From an optimization exercise on the open Yosys and OpenROAD flow, aimed at small area, a short achievable clock period and few clock cycles per item; shortcuts taken in it are not production practice.
For this run, only the layout was checked, not whether the RTL still works.
Power figures rest on the tool's default switching activity, not on a simulated workload.

===== design/flow/config.mk =====
export PLATFORM = sky130hd
export DESIGN_NAME = top
export DESIGN_NICKNAME = top
export VERILOG_FILES = /design/flow/design.v
export SDC_FILE = /design/flow/constraint.sdc
export NUM_CORES = 4
export LEC_CHECK = 0
export CAP_MARGIN = 20
export CORE_MARGIN = 2
export CORE_UTILIZATION = 40
export PLACE_DENSITY = 0.6
export SETUP_SLACK_MARGIN = 2.0
export SLEW_MARGIN = 20

===== design/flow/constraint.sdc =====
create_clock -name core_clock -period 5.0 [get_ports {clk}]
set_input_delay 1.0000 -clock core_clock [delete_from_list [all_inputs] [get_ports {clk}]]
set_output_delay 1.0000 -clock core_clock [all_outputs]
set_load 0.01 [all_outputs]

===== design/flow/design.v =====
module top(clk, rst, start, i, socin1, socin2, socin3, socin4,
           socout1, socout2, socout3, socout4, outReady);
  input clk, rst, start, i;
  input socin1, socin2, socin3, socin4;
  output socout1, socout2, socout3, socout4;
  output reg outReady;
  reg [5:0] cnt;            
  reg [12:0] c;             
  reg [9:0]  tpos_lo;       
  reg [1:0]  tpos_hi;
  reg [1:0]  tcar;
  reg [12:0] T;             
  wire ng = c[12];
  reg sh_c, sh_s, tpos_acc, tpos_fin, a_pre, rec, tneg_clr, tneg_acc;
  reg at15, at23, main_it, horner, out_sh;
  wire main_init = at23 | (at15 & !ng);
  wire [12:0] c_n = sh_c ? {i, c[12:1]} : c;
  wire [5:0] cnt_n = rst ? 6'd0 :
                     (cnt == 6'd0) ? {5'd0, start} :
                     (cnt == 6'd15 && !ng) ? 6'd24 :
                     (cnt == 6'd49) ? 6'd0 : cnt + 6'd1;
  always @(posedge clk) begin
    cnt      <= cnt_n;
    sh_c     <= (cnt_n >= 6'd2)  & (cnt_n <= 6'd14);
    sh_s     <= (cnt_n >= 6'd2)  & (cnt_n <= 6'd11);
    tpos_acc <= (cnt_n >= 6'd3)  & (cnt_n <= 6'd12);
    tpos_fin <= (cnt_n == 6'd12);
    a_pre    <= (cnt_n >= 6'd1)  & (cnt_n <= 6'd11);
    rec      <= (cnt_n >= 6'd12) & (cnt_n <= 6'd22);
    tneg_clr <= (cnt_n == 6'd12);
    tneg_acc <= (cnt_n >= 6'd13) & (cnt_n <= 6'd23);
    at15     <= (cnt_n == 6'd15);
    at23     <= (cnt_n == 6'd23);
    main_it  <= (cnt_n >= 6'd24) & (cnt_n <= 6'd35);
    horner   <= (cnt_n >= 6'd24) & (cnt_n <= 6'd36);
    out_sh   <= (cnt_n >= 6'd37) & (cnt_n <= 6'd48);
    outReady <= (cnt_n >= 6'd37) & (cnt_n <= 6'd48);
  end
  always @(posedge clk) c <= c_n;
  wire [24:0] P1, P2, P3, P4;
  wire [2:0] ssum = P1[24] + P2[24] + P3[24] + P4[24] + tcar;
  always @(posedge clk) begin
    if (a_pre & !tpos_acc) tcar <= 2'd0;
    else if (tpos_acc) begin
      tcar <= ssum[2:1];
      tpos_lo <= {ssum[0], tpos_lo[9:1]};
      if (tpos_fin) tpos_hi <= ssum[2:1];
    end
  end
  wire [2:0] pc = P1[0] + P2[0] + P3[0] + P4[0];
  always @(posedge clk) begin
    if (tneg_clr) T <= 13'd0;
    else if (at15 & !ng) T <= {1'b0, tpos_hi, tpos_lo};
    else if (tneg_acc) T <= {T[11:0], 1'b0} + pc;
  end
  UNIT u1(clk, socin1, sh_s, a_pre, rec, main_init, main_it, horner, out_sh, ng, c, T, P1);
  UNIT u2(clk, socin2, sh_s, a_pre, rec, main_init, main_it, horner, out_sh, ng, c, T, P2);
  UNIT u3(clk, socin3, sh_s, a_pre, rec, main_init, main_it, horner, out_sh, ng, c, T, P3);
  UNIT u4(clk, socin4, sh_s, a_pre, rec, main_init, main_it, horner, out_sh, ng, c, T, P4);
  assign socout1 = P1[11];
  assign socout2 = P2[11];
  assign socout3 = P3[11];
  assign socout4 = P4[11];
endmodule
module UNIT(clk, sin, sh_s, a_pre, rec, main_init, main_it, horner, out_sh, ng, c, T, P);
  input clk, sin, sh_s, a_pre, rec, main_init, main_it, horner, out_sh, ng;
  input [12:0] c;
  input [12:0] T;
  output reg [24:0] P;
  reg [12:0] A;
  reg        qd;
  wire [9:0] s  = P[24:15];
  wire       nz = |s;
  wire [12:0] M = rec ? {3'b000, s} : T;
  wire [13:0] D = {1'b0, A} - {1'b0, M};
  wire ge = !D[13];
  always @(posedge clk) begin
    if (main_init) A <= ng ? {2'b00, P[10:0]} : {3'b000, s};
    else if (rec | main_it) A <= ge ? {D[11:0], 1'b0} : {A[11:0], 1'b0};
    else if (a_pre) A <= 13'd1;
  end
  always @(posedge clk) qd <= main_it & ge;
  always @(posedge clk) begin
    if (horner) P <= {P[23:0], 1'b0} + (qd ? {{12{c[12]}}, c} : 25'd0);
    else if (sh_s) P[24:15] <= {sin, P[24:16]};
    else if (main_init) P <= 25'd0;
    else if (rec) P[10:0] <= {P[9:0], ge & nz};
    else if (out_sh) P <= {P[24], P[24:1]};
  end
endmodule

===== design/flow/run.sh =====
#!/bin/bash
# synth_recipe.tcl (not shown) runs the flow's synth.tcl, then flattens the netlist and writes it again
# the make line also repeats each setting of config.mk as NAME=value (left out here)
make -C /OpenROAD-flow-scripts/flow DESIGN_CONFIG=/design/flow/config.mk WORK_HOME=/design/flow/orfs CLKGATE_MAP_FILE= SYNTH_SCRIPT=/design/flow/synth_recipe.tcl finish

==> run summary <==
## through the flow
step           instance area (um2)  setup slack, ns
3_3_place_gp                 18000             1.06
2_1_floorplan                17400             1.92
3_5_place_dp                 18000            0.946
5_1_grt                      22000             1.76
4_1_cts                      20200             1.87
6_report                     22000             1.82
## Yosys cell counts (all sizes together), types with 4 or more instances
cell,number
and2,51
ha,149
nand4,10
o22ai,29
or2,7
nor3,58
inv,55
a31oi,26
nand3b,5
a21boi,9
clkbuf,60
mux2i,81
nor4,11
xnor2,55
o21a,17
nand2b,32
o211ai,15
xor2,59
fa,13
a21oi,167
a221o,6
edfxtp,177
mux2,19
o21bai,12
nand2,147
nand3,61
nor2b,30
buf,17
o21ai,144
a31o,6
o31a,4
a32o,8
or3,15
nor2,144
a21o,31
a311oi,8
dfxtp,37
a22o,5
a211oi,28
o31ai,28
and3,15
## flip-flops by register name, indices dropped and copies added, names as in the netlist, 2 cells and up
register / flops
u1.P: 25
u2.P: 25
u3.P: 25
u4.P: 25
T: 13
c: 13
u1.A: 13
u2.A: 13
u3.A: 13
u4.A: 13
tpos_lo: 10
cnt: 6
tcar: 2
tpos_hi: 2
## power groups by stage
stage               sequential [mW]  clock, mW  combinational, mW
floorplan                      2.17          0              0.804
global placement               2.23          0              0.966
detailed placement             2.23          0              0.988
CTS                            2.19       2.28               1.11
global route                   2.20       2.36               1.52
finish                         2.20       2.25               1.41
## final timing paths
| kind | from | to | depth (start not counted) |
|---|---|---|---|
| worst min-delay path | tpos_lo[9] | tpos_lo[8] | 0 |
| worst min register to register | tpos_lo[9] | tpos_lo[8] | 0 |
| worst max-delay path | c[8] | u1.P[17] | 10 |
| worst max register to register | c[8] | u1.P[17] | 10 |
## layout make-up
type | count | area, um2
Fill cell | 3685 | 20200
Multi-Input combinational cell | 1545 | 12100
Sequential cell | 214 | 6070
Timing Repair Buffer | 187 | 1860
Clock buffer | 41 | 885
Tap cell | 539 | 674
Inverter | 56 | 214
Clock inverter | 13 | 164
Antenna cell | 5 | 12.5
## logic make-up (layout without fill, tap and decap cells)
group                      after synthesis  in the layout  share of synthesized area (%)
other                                    0              5                              0
AOI/OAI and AO/OA                      570            575                           21.0
buffers and inverters                  133            297                           2.98
adders and majority gates              162            162                           12.4
DFF                                    214            214                           35.2
xor gates and xnor gates               114            114                           5.81
and+or+nand+nor                        594            594                           16.7
muxes                                  100            100                           5.96
## routing by layer
metal	global-route usage, %	up-vias
met5	0	-
met4	9.81	0
met3	3.54	143
met2	40.1	591
met1	31.4	7706
li1	-	7390
## repair_timing
action                     4_1_cts  5_1_grt
setup endpoints to repair      181      156
cloned                           3        9
buffers inserted                61       80
pin swaps                       47      122
gates resized for setup        133      211
## worst register-to-register path, delay by kind of cell (launching register included)
family,cells,cell delay [ns]
simple gates,5,1.23
compound gates,4,0.84
flops,1,0.52
fa+ha+maj,1,0.33
==> results.ini <==
[run_status]
status=finished clean

[drt]
routed.top_layer=met4
vias=15800
wl_per_cell_um=21.9
drc=0
firstDrtPassIters=6
drt_iter0_markers=1286
ant_nets=0
wl_met2_um=26800
routed_via_density=6.09
met3RoutedLength_um=3780
wl_met1_um=24000
wirelength_um=57000

[critical_path]
cp_data_arrival_time_ns=3.49
reg2reg_slack_ns=1.82
cp-start-kind=register
path_delay_family=simple AND/OR/NAND/NOR gates
critPathSlowestCell=edfxtp_1
path_max_fanout=4
crit_buf_inv=0
cp.required_ns=5.31
crit_type=register to register
slowest_delay_ns=0.52
cp-end-kind=register
crit_chain=and2_1 > ha_1 > and3_1 > nor2b_1 > nor4_2 > a21oi_4 > o211ai_1 > a21boi_1 > or3_1 > a32o_1

[clocking]
cts_root_buffer=clkbuf_16
cts_buffers=29
htreeDepth=1
clk_pin_slew_worst_paths_ns=0.06
cts_sinks=214
postCtsHoldBufs=0
clk_latency_ns=0.58
ctsLongestPathBuffers=3
cts_tree=built

[logic_synthesis]
synth_seq_cells=214
synth_area_leader_cell=edfxtp_1
synth_top_area_share_pct=30.9
avgSynthCellArea_um2=9.11
syn_area_um2=17200
synthTopCellsByArea=edfxtp_1 31%, ha_1 11%, a21oi_1 4.8%, mux2i_1 4.7%, dfxtp_1 4.3%
syn_nets=2057
async_reset_ff_share_pct=0
seq_area_frac_synth_pct=35.2
synth_edf_count=177
yosys_warnings=2
synthFlopType=edfxtp_1
synth_cell_types=74
syn_inst=1887

[pwr]
pwr-share-seq_pct=37.5
p_switching_mw=1.78
p_leak_nw=8.42
power_frac_comb_pct=24.1
power_frac_clock_pct=38.5
p_per_area_nw_per_um2=267
internal-power_mw=4.09
p_total_mw=5.86
vdd_ir_drop_max_mv=0.278
p_sw_share_pct=30.3

[global_route]
grt-ovfl-total=0
grtUsageTotal_pct=24.1
grt_max_degree=82
antenna_found_initial=3
grt_pass1_vias=15000
grt_first_pass_wirelength_um=84200

[placed_design]
hpwl_um=35500
place_inst=2388
gp_congestion=0.882
portBuffers=12

[floorplan]
dieArea_um2=44600
fp.dieH_um=211
pin_count=13
die_w_um=211
core_area_um2=42100
initial_core_util_pct=40.8
placementRows=75

[finish]
utilization_pct=52.1
fin_cells=2600
area_growth_pct=27.8
final_cell_mix=177 x edfxtp_1, 142 x nand2_1, 132 x nor2_1
fin_nets=2203
drive_gt1_share_pct=24.2
final_common_cell=edfxtp_1

[sta]
fmax_mhz=314
tns_ns=0
finalMaxSlewViolations=0
slew_headroom_pct=38.7
clock_skew_ns=0.0250
rsz0062_at_grt=yes
hold_viol=0
hold_slack_ns=0.454
period_needed_ns=3.18
finalSetupViolCount=0
fin_crit_sh_pct=63.6
tightest_slew_ns=0.920

[hold_path]
holdCritPathClass=register to register

[job]
drv_cap=0

re-timing with driven ports:
The results above use ideal ports. As a check the final layout listed here was re-extracted and re-timed, cells and wires unchanged.
Step 1 (the two cells are an assumption about what drives the block):
set clk [get_ports {clk}]
set_driving_cell -lib_cell sky130_fd_sc_hd__clkbuf_16 $clk
set_driving_cell -lib_cell sky130_fd_sc_hd__buf_2 [delete_from_list [all_inputs] $clk]
Step 2 adds t to the input delays and takes it off the output delays; t is the mean of the earliest and latest rising clock arrival at the registers after step 1. Input paths then give back, and output paths get back, about the clock's delay inside the block.
Slacks: no drivers / after step 1 / after step 2; pairs: no drivers / after step 1.
t (ns): 0.629
slack for setup (ns): 1.819 / 1.819 / 1.819
worst setup path after step 2: register to register
After both steps setup and hold are still met in this run. The setup slack of this run moves by 0.000 ns with the drivers and by 0.000 ns with both steps.
